Context: an optimization exercise on an open-source flow, tuned for small area and a short achievable clock period. The choices shown serve that exercise and are no tape-out recipe.
Only simulation tests tie the RTL to the original design; equivalence was not proved.

==> design.v <==
module SCPU(
    clk,
    rst_n,
    in_valid,
    instruction,
    MEM_out,
    busy,
    out_valid,
    out0,
    out1,
    out2,
    out3,
    out4,
    out5,
    out6,
    out7,
    out8,
    out9,
    out10,
    out11,
    out12,
    out13,
    out14,
    out15,
    WEN,
    ADDR,
    MEM_in
);
input clk, rst_n, in_valid;
input [18:0] instruction;
output reg busy, out_valid;
output reg signed [15:0] out0, out1, out2, out3, out4, out5, out6, out7, out8, out9, out10, out11, out12, out13, out14, out15;
input signed [15:0] MEM_out;
output reg WEN;
output reg signed [15:0] MEM_in;
output reg [12:0] ADDR;
reg [2:0] opcode;
reg [3:0] rs_s1, rt_s1, rd_s1, rl_s1;
reg [3:0] rs_s2, rt_s2, rd_s2, rl_s2;
reg [3:0] rt_s3, rd_s3, rl_s3;
reg [3:0] rt_s4, rd_s4, rl_s4;
reg [3:0] rt_s5, rd_s5, rl_s5;
reg [3:0] func;
reg signed [7:0] imm_s1, imm_s2, imm_s3;
reg in_valid_s1, in_valid_s2, in_valid_s3, in_valid_s4, in_valid_s5;
reg signed [18:0] instruction_s1;
reg [4:0] calculate_s1, calculate_s2, calculate_s3, calculate_s4, calculate_s5;
reg signed [15:0] register [15:0];
reg signed [15:0] rs_data_s2, rt_data_s2, rd_data_s2, rl_data_s2;
reg signed [15:0] rs_data_s3, rt_data_s3, rd_data_s3, rl_data_s3;
reg signed [31:0] alu_result, alu_result_s4, alu_result_s5;
reg signed [15:0] load_memory, load_memory_s5;
parameter IDLE = 0;
parameter AND = 1;
parameter OR = 2;
parameter XOR = 3;
parameter ADD = 4;
parameter SUB = 5;
parameter MULT = 6;
parameter BEQ = 7;
parameter SLT = 8;
parameter ADDI = 9;
parameter SUBI = 10;
parameter STORE = 11;
parameter LOAD = 12;
always@(posedge clk,negedge rst_n)begin
	if(!rst_n)begin
		in_valid_s1 <= 0;
		in_valid_s2 <= 0;
		in_valid_s3 <= 0;
		in_valid_s4 <= 0;
		in_valid_s5 <= 0;
		instruction_s1 <= 0;
		busy <= 0;
		out_valid <= 0;
		out0 <= 0;
		out1 <= 0;
		out2 <= 0;
		out3 <= 0;
		out4 <= 0;
		out5 <= 0;
		out6 <= 0;
		out7 <= 0;
		out8 <= 0;
		out9 <= 0;
		out10 <= 0;
		out11 <= 0;
		out12 <= 0;
		out13 <= 0;
		out14 <= 0;
		out15 <= 0;
		WEN <= 1;
		calculate_s2 <= IDLE;
		calculate_s3 <= IDLE;
		calculate_s4 <= IDLE;
		calculate_s5 <= IDLE;
	end
	else begin
		busy <= 0;
		out0 <= register[0];
		out1 <= register[1];
		out2 <= register[2];
		out3 <= register[3];
		out4 <= register[4];
		out5 <= register[5];
		out6 <= register[6];
		out7 <= register[7];
		out8 <= register[8];
		out9 <= register[9];
		out10 <= register[10];
		out11 <= register[11];
		out12 <= register[12];
		out13 <= register[13];
		out14 <= register[14];
		out15 <= register[15];
		in_valid_s1 <= in_valid;
		instruction_s1 <= instruction;
		in_valid_s2 <= in_valid_s1;
		rs_s2 <= rs_s1;
		rt_s2 <= rt_s1;
		rd_s2 <= rd_s1;
		rl_s2 <= rl_s1;
		imm_s2 <= imm_s1;
		calculate_s2 <= calculate_s1;
		in_valid_s3 <= in_valid_s2;
		rt_s3 <= rt_s2;
		rd_s3 <= rd_s2;
		rl_s3 <= rl_s2;
		rs_data_s3 <= rs_data_s2;
		rt_data_s3 <= rt_data_s2;
		rd_data_s3 <= rd_data_s2;
		rl_data_s3 <= rl_data_s2;
		imm_s3 <= imm_s2;
		calculate_s3 <= calculate_s2;
		if( calculate_s2 == STORE ) begin
			WEN <= 0;
		end
		else begin
			WEN <= 1;
		end
		MEM_in <= rt_data_s2;
		in_valid_s4 <= in_valid_s3;
		rt_s4 <= rt_s3;
		rd_s4 <= rd_s3;
		rl_s4 <= rl_s3;
		alu_result_s4 <= alu_result;
		calculate_s4 <= calculate_s3;
		in_valid_s5 <= in_valid_s4;
		rt_s5 <= rt_s4;
		rd_s5 <= rd_s4;
		rl_s5 <= rl_s4;
		alu_result_s5 <= alu_result_s4;
		calculate_s5 <= calculate_s4;
		load_memory_s5 <= load_memory;
		out_valid <= in_valid_s5;
	end
end
always@(*) begin
	register[0] = out0;
	register[1] = out1;
	register[2] = out2;
	register[3] = out3;
	register[4] = out4;
	register[5] = out5;
	register[6] = out6;
	register[7] = out7;
	register[8] = out8;
	register[9] = out9;
	register[10] = out10;
	register[11] = out11;
	register[12] = out12;
	register[13] = out13;
	register[14] = out14;
	register[15] = out15;
	calculate_s1 = IDLE;	
	rs_s1 = instruction_s1[15:12];
	rt_s1 = instruction_s1[11:8];
	rd_s1 = instruction_s1[7:4];
	rl_s1 = instruction_s1[3:0];
	imm_s1 = instruction_s1[7:0];
	rs_data_s2 = 0;
	rt_data_s2 = 0;
	rd_data_s2 = 0;
	rl_data_s2 = 0;
	alu_result = 0;
	load_memory = 0;
	ADDR = 0;
	if( in_valid_s1 ) begin
		case( instruction_s1[18:16] )
			3'b000: begin
				case( instruction_s1[3:0] )
					4'b0000: begin
						calculate_s1 = AND;
					end
					4'b0001: begin
						calculate_s1 = OR;
					end
					4'b0010: begin
						calculate_s1 = XOR;
					end
					4'b0011: begin
						calculate_s1 = ADD;
					end
					4'b0100: begin
						calculate_s1 = SUB;
					end
				endcase
			end
			3'b001: begin
				calculate_s1 = MULT;
			end
			3'b010: begin
				calculate_s1 = BEQ;
			end
			3'b111: begin
				calculate_s1 = SLT;
			end
			3'b011: begin
				calculate_s1 = ADDI;
			end
			3'b100: begin
				calculate_s1 = SUBI;
			end
			3'b101: begin
				calculate_s1 = STORE;
			end
			3'b110: begin
				calculate_s1 = LOAD;
			end
		endcase
	end
	rs_data_s2 = register[rs_s2];
	rt_data_s2 = register[rt_s2];
	rd_data_s2 = register[rd_s2];
	rl_data_s2 = register[rl_s2];
	case( calculate_s3 )
		AND: begin
			alu_result = rs_data_s3 & rt_data_s3;
		end
		OR: begin
			alu_result = rs_data_s3 | rt_data_s3;
		end
		XOR: begin
			alu_result = rs_data_s3 ^ rt_data_s3; 
		end
		ADD: begin
			alu_result = rs_data_s3 + rt_data_s3;
		end
		SUB: begin
			alu_result = rs_data_s3 - rt_data_s3;
		end
		MULT: begin
			alu_result = rs_data_s3 * rt_data_s3;
		end
		BEQ: begin
			if( rs_data_s3 == rt_data_s3 ) begin
				alu_result = 1;
			end
			else begin
				alu_result = 0;
			end
		end
		SLT: begin
			if( rs_data_s3 < rt_data_s3 ) begin
				alu_result = 1;
			end
			else begin
				alu_result = 0;
			end
		end
		ADDI: begin
			alu_result = rs_data_s3 + imm_s3;
		end
		SUBI: begin
			alu_result = rs_data_s3 - imm_s3;
		end
		STORE: begin
			alu_result = rs_data_s3[12:0] + imm_s3;
			ADDR = alu_result[12:0];
		end
		LOAD: begin
			alu_result = rs_data_s3[12:0] + imm_s3;
			ADDR = alu_result[12:0];
		end
	endcase
	if( calculate_s4 == LOAD ) begin
		load_memory = MEM_out;
	end
	case( calculate_s5 )
		AND, OR, XOR, ADD, SUB: begin
			register[rd_s5] = alu_result_s5[15:0];
		end
		MULT: begin
			register[rd_s5] = alu_result_s5[31:16];
			register[rl_s5] = alu_result_s5[15:0];
		end
		BEQ: begin
			if( alu_result_s5 == 1 ) begin
				register[rd_s5] = 1;
				register[rl_s5] = 0;
			end
			else begin
				register[rd_s5] = 0;
				register[rl_s5] = 1;
			end
		end
		SLT: begin
			if( alu_result_s5 == 1 ) begin
				register[rd_s5] = 1;
				register[rl_s5] = 0;
			end
			else begin
				register[rd_s5] = 0;
				register[rl_s5] = 1;
			end
		end
		ADDI, SUBI: begin
			register[rt_s5] = alu_result_s5[15:0];
		end
		LOAD: begin
			register[rt_s5] = load_memory_s5;
		end
	endcase
end
endmodule
==> run.sh <==
#!/bin/bash
# synth_recipe.tcl (not shown) runs the flow's synth.tcl, then flattens the netlist and writes it again
# the make line also repeats each setting of config.mk as NAME=value (left out here)
make -C /OpenROAD-flow-scripts/flow DESIGN_CONFIG=/design/flow/config.mk WORK_HOME=/design/flow/orfs CLKGATE_MAP_FILE= SYNTH_SCRIPT=/design/flow/synth_recipe.tcl finish
==> config.mk <==
export PLATFORM = sky130hd
export DESIGN_NAME = SCPU
export DESIGN_NICKNAME = SCPU
export VERILOG_FILES = /design/flow/design.v
export SDC_FILE = /design/flow/constraint.sdc
export NUM_CORES = 4
export LEC_CHECK = 0
export CAP_MARGIN = 20
export CORE_MARGIN = 2
export CORE_UTILIZATION = 40
export SLEW_MARGIN = 20
==> constraint.sdc <==
create_clock -name core_clock -period 6.8 [get_ports {clk}]
set_input_delay 1.3600 -clock core_clock [delete_from_list [all_inputs] [get_ports {clk}]]
set_output_delay 1.3600 -clock core_clock [all_outputs]
set_load 0.01 [all_outputs]
==> results list <==
- TritonCTS built the clock tree.
- ANT nets after route: 0
- Post-synthesis cell type with the largest combined area: dfrtp_1
- Each instance of the synthesized netlist takes up on average roughly 9.4 sq um.
- Counting flops with a built-in enable in the synthesized netlist gives roughly 160.
- Pin placement for this block handled roughly 330 I/O pins.
- The worst setup path is launched from a register.
- All-Layer GR Usage: between 30% and 40%
- Along the worst path, the maximum fanout reaches 10.
* Detailed Route WL: ~180,000 um
* Horiz. Die Dim: 314 um
- Entering global routing, the biggest net connects between 100 and 150 pins.
- Hold repair after CTS inserted 0 buffers.
- Largest registers: alu_result_s4: 32 flops, alu_result_s5: 32 flops, instruction_s1: 19 flops
- RD Place Congestion: 0.982
* Routed wirelength normalized by instance count: around 31 um
- Synth Net Count: roughly 4.6k
* Max-slew violation count: 0
- The initial utilization of the core area, before any placement, comes to between 40% and 50%.
* Distinct cell type count after synthesis: 110
- Final hold analysis gives a worst-case slack of around 340 ps.
- After synthesis the cells add up to between 0.03 and 0.04 sq mm.
- Count of synthesis-stage warnings from yosys: 2
* Root buf cell: clkbuf_16
- Synth async-reset ratio: ~65%
* Final Hold Vio Count: 0
- Vias in the first global route: approximately 35k
* Number of clock sinks: 462
- The final critical path takes up a little over nine tenths of the cycle.
- Number of H-tree levels: 2
- Post-layout util: a little under half
- Leaving out fill and tap cells, the most frequent cell in the layout is nand2_1.
- Router iterations before antenna repair: 9
- Period minus WS final: ~6700 ps
- At the pin with the least slew margin, the transition time is around 1200 ps.
- The worst setup path is captured at a register.
* Overall overflow remaining after global route: 0
- Startpoint of the most critical register-to-register path: rt_data_s3[5]$_DFFE_PP_
* Post-route design area: ~0.046 sq mm
- Number of input and output port buffers inserted: between 300 and 400
- Yosys attributes the largest share of cell area to dfrtp_1 19%, fa_1 14%, edfxtp_1 13%, ha_1 5.3%, mux2_2 4.8%.
- On the final layout, the worst clock skew is roughly 15 ps.
- Critical path required time: approximately 7200 ps
- Clock transition at path regs: 60 ps
* Mean number of vias per cell: roughly 6.3
* Synthesis-to-finish area growth: 18.5%
- Of the cells placed in the final design, the portion with a size suffix greater than 1 is 12.8%.
- No sink is reached through more buffers than the 3 on the longest clock path.
- In this run, CTS created clock tree buffers numbering 55.
- Sequential cell area: 0.0124 sq mm
* Area used by multi-input combinational logic: between 0.02 and 0.025 sq mm
- Tracing the worst setup path back leads to its startpoint at rt_data_s3[5]$_DFFE_PP_.
- The first global-routing pass estimated 251,000 um of wire.
* Total die area: between 0.09 and 0.1 sq mm
- Clock insertion delay at the later pin of the skew report: 650 ps
* Total Negative Setup Slacks: 0 ps
- Number of synthesized register bits: 462
* Antenna violations before repair: 8
* Data arrival time of the critical path: between 7000 and 8000 ps
* Instance count of the mapped netlist: 4,096
- Max-cap violations: 0
* Placed standard-cell area: 0.0437 sq mm
- Total core area: roughly 0.095 sq mm
* Dominant register cell in the synthesized netlist: dfrtp_1
- Violation count after the first detailed-route iteration: about 5.3k
- Outcome: timing/DRC/antenna clean
* Fill cell instance count of the final layout: approximately 9k
- The worst hold path belongs to the class reg2reg.
- For this run, design rule violations remaining after detail routing come to 0.
- Across all layers, the routed design uses 36.0k vias.
- Start-to-end type of the worst setup path: reg2reg
- Sequential cells were found to cover around 32% of the synthesized design area.
- Max Fclk: roughly 150 MHz
- Area fraction of the dominant cell type after synthesis: 19.3%
- Setup repair after global routing missed its margin: no
* Cts repair resizes: 2
* Most used cells in the layout excluding fill and tap cells: 396 x nand2_1, 382 x nor2_1, 374 x inv_1, 323 x clkdlybuf4s50_1, 297 x dfrtp_1
- After legalization and detailed placement, the total HPWL measured about 120,000 um.
- In the final design database the tool counted just under 5k nets.
- Die height: 314 um
* Post-CTS setup buffer count: 0
- Headroom to the max-slew limit: around a fifth
- The floorplan has 113 rows.
- Setup violations remaining at the end of the flow were counted as 0.
* Worst Hold Launch: in_valid_s2$_DFF_PN0_
==> synthesized netlist by cell type (all sizes together), types with 14 or more instances <==
library cell	instances
o21ai	263
a221oi	32
mux2i	100
o211ai	37
a22oi	218
nand3	37
a22o	22
o22ai	19
a21oi	189
nand2b	35
xor2	26
a211oi	14
buf	111
o221ai	16
ha	164
a31oi	127
nor2b	18
nand4	55
nor2	395
clkbuf	192
xnor2	48
nand2	397
a21o	18
fa	266
o22a	30
and2	19
nor3	50
dfrtp	297
or3	20
edfxtp	164
mux2	183
inv	375
==> worst max-delay path: stages (launching register included) <==
cell	delay [ps]
edfxtp_1	380
inv_1	370
nor2_1	130
fa_1	520
inv_1	50
fa_1	460
fa_1	530
inv_1	60
fa_1	500
fa_1	500
inv_1	50
fa_1	480
inv_1	40
ha_1	320
a21oi_2	300
o21ai_0	130
a31o_2	290
or2_2	340
xnor2_2	260
buf_4	190
o221ai_1	130
a311o_1	380
==> layer usage <==
layer  vias to the layer above  global-route usage (%)  share of wire (%)
met5                         -                   0.919              0.081
met4                         4                    20.8                7.4
met3                       708                    10.2                 13
met2                      2724                    52.6                 42
met1                     17581                    44.9                 37
li1                      14973                       -                  -
==> final cells by class <==
class,count,share of cell area (%)
diodes,7,0.0385
clock buffers,82,3.40
clock inverters,21,0.528
inverters,386,3.19
multi-input cells,2945,51.6
flip-flops and latches,462,27.2
well taps,1265,3.48
repair buffers,520,10.6
==> kinds of logic (layout without fill, tap and decap cells) <==
kind of cell / count (synthesis) / count (layout) / synth area share (%)
AO/OA/AOI/OAI: 1074 / 1074 / 19.0
XOR/XNOR: 74 / 74 / 1.69
flip-flops: 462 / 462 / 32.2
other: 1 / 8 / 0.00976
multiplexers: 283 / 283 / 8.07
AND/OR/NAND/NOR: 1083 / 1083 / 12.6
adder cells (fa/ha/maj): 430 / 430 / 19.2
buffers and inverters: 689 / 1009 / 7.25
==> path summary, 6_finish.rpt <==
kind,cells after the start,slack (ps),to
max,21,110,alu_result_s4[14]$_DFFE_PP_
min,0,340,in_valid_s3$_DFF_PN0_
max reg2reg,21,110,alu_result_s4[14]$_DFFE_PP_
min reg2reg,0,340,in_valid_s3$_DFF_PN0_
max in group asynchronous,2,4740,out9[13]$_DFFE_PN0P_
min in group asynchronous,1,700,out13[3]$_DFFE_PN0P_
==> stage by stage <==
step,worst slack (ps),cells
floorplan,162,4096
global placement,-53.0,5577
detailed placement,-175,5577
CTS,47.7,5680
global route,0.163,5682
finish,112,5688

## re-timing with driven ports
In the flow no input, the clock included, has a driving cell. The finished layout below was timed again as built, in two steps.
Step 1 sets driving cells, clkbuf_16 on the clock port and buf_2 on the other inputs (assumed; they add their load-dependent delay and slew).
Step 2 also shifts input and output timing later by t, the mid clock arrival at the registers, as if the neighbouring blocks saw the same clock.
a / b / c = ideal ports / drivers / drivers and shift; a / b = the first two.
t (ns): 0.702
setup WS [ns]: 0.112 / 0.112 / 0.112
worst slew at a driven data input, ns: 0.06
pins driven straight from the clock port: 1
After both steps this run still meets setup and hold. For this run, drivers alone change the setup slack by 0.000 ns; drivers and shift together by 0.000 ns.
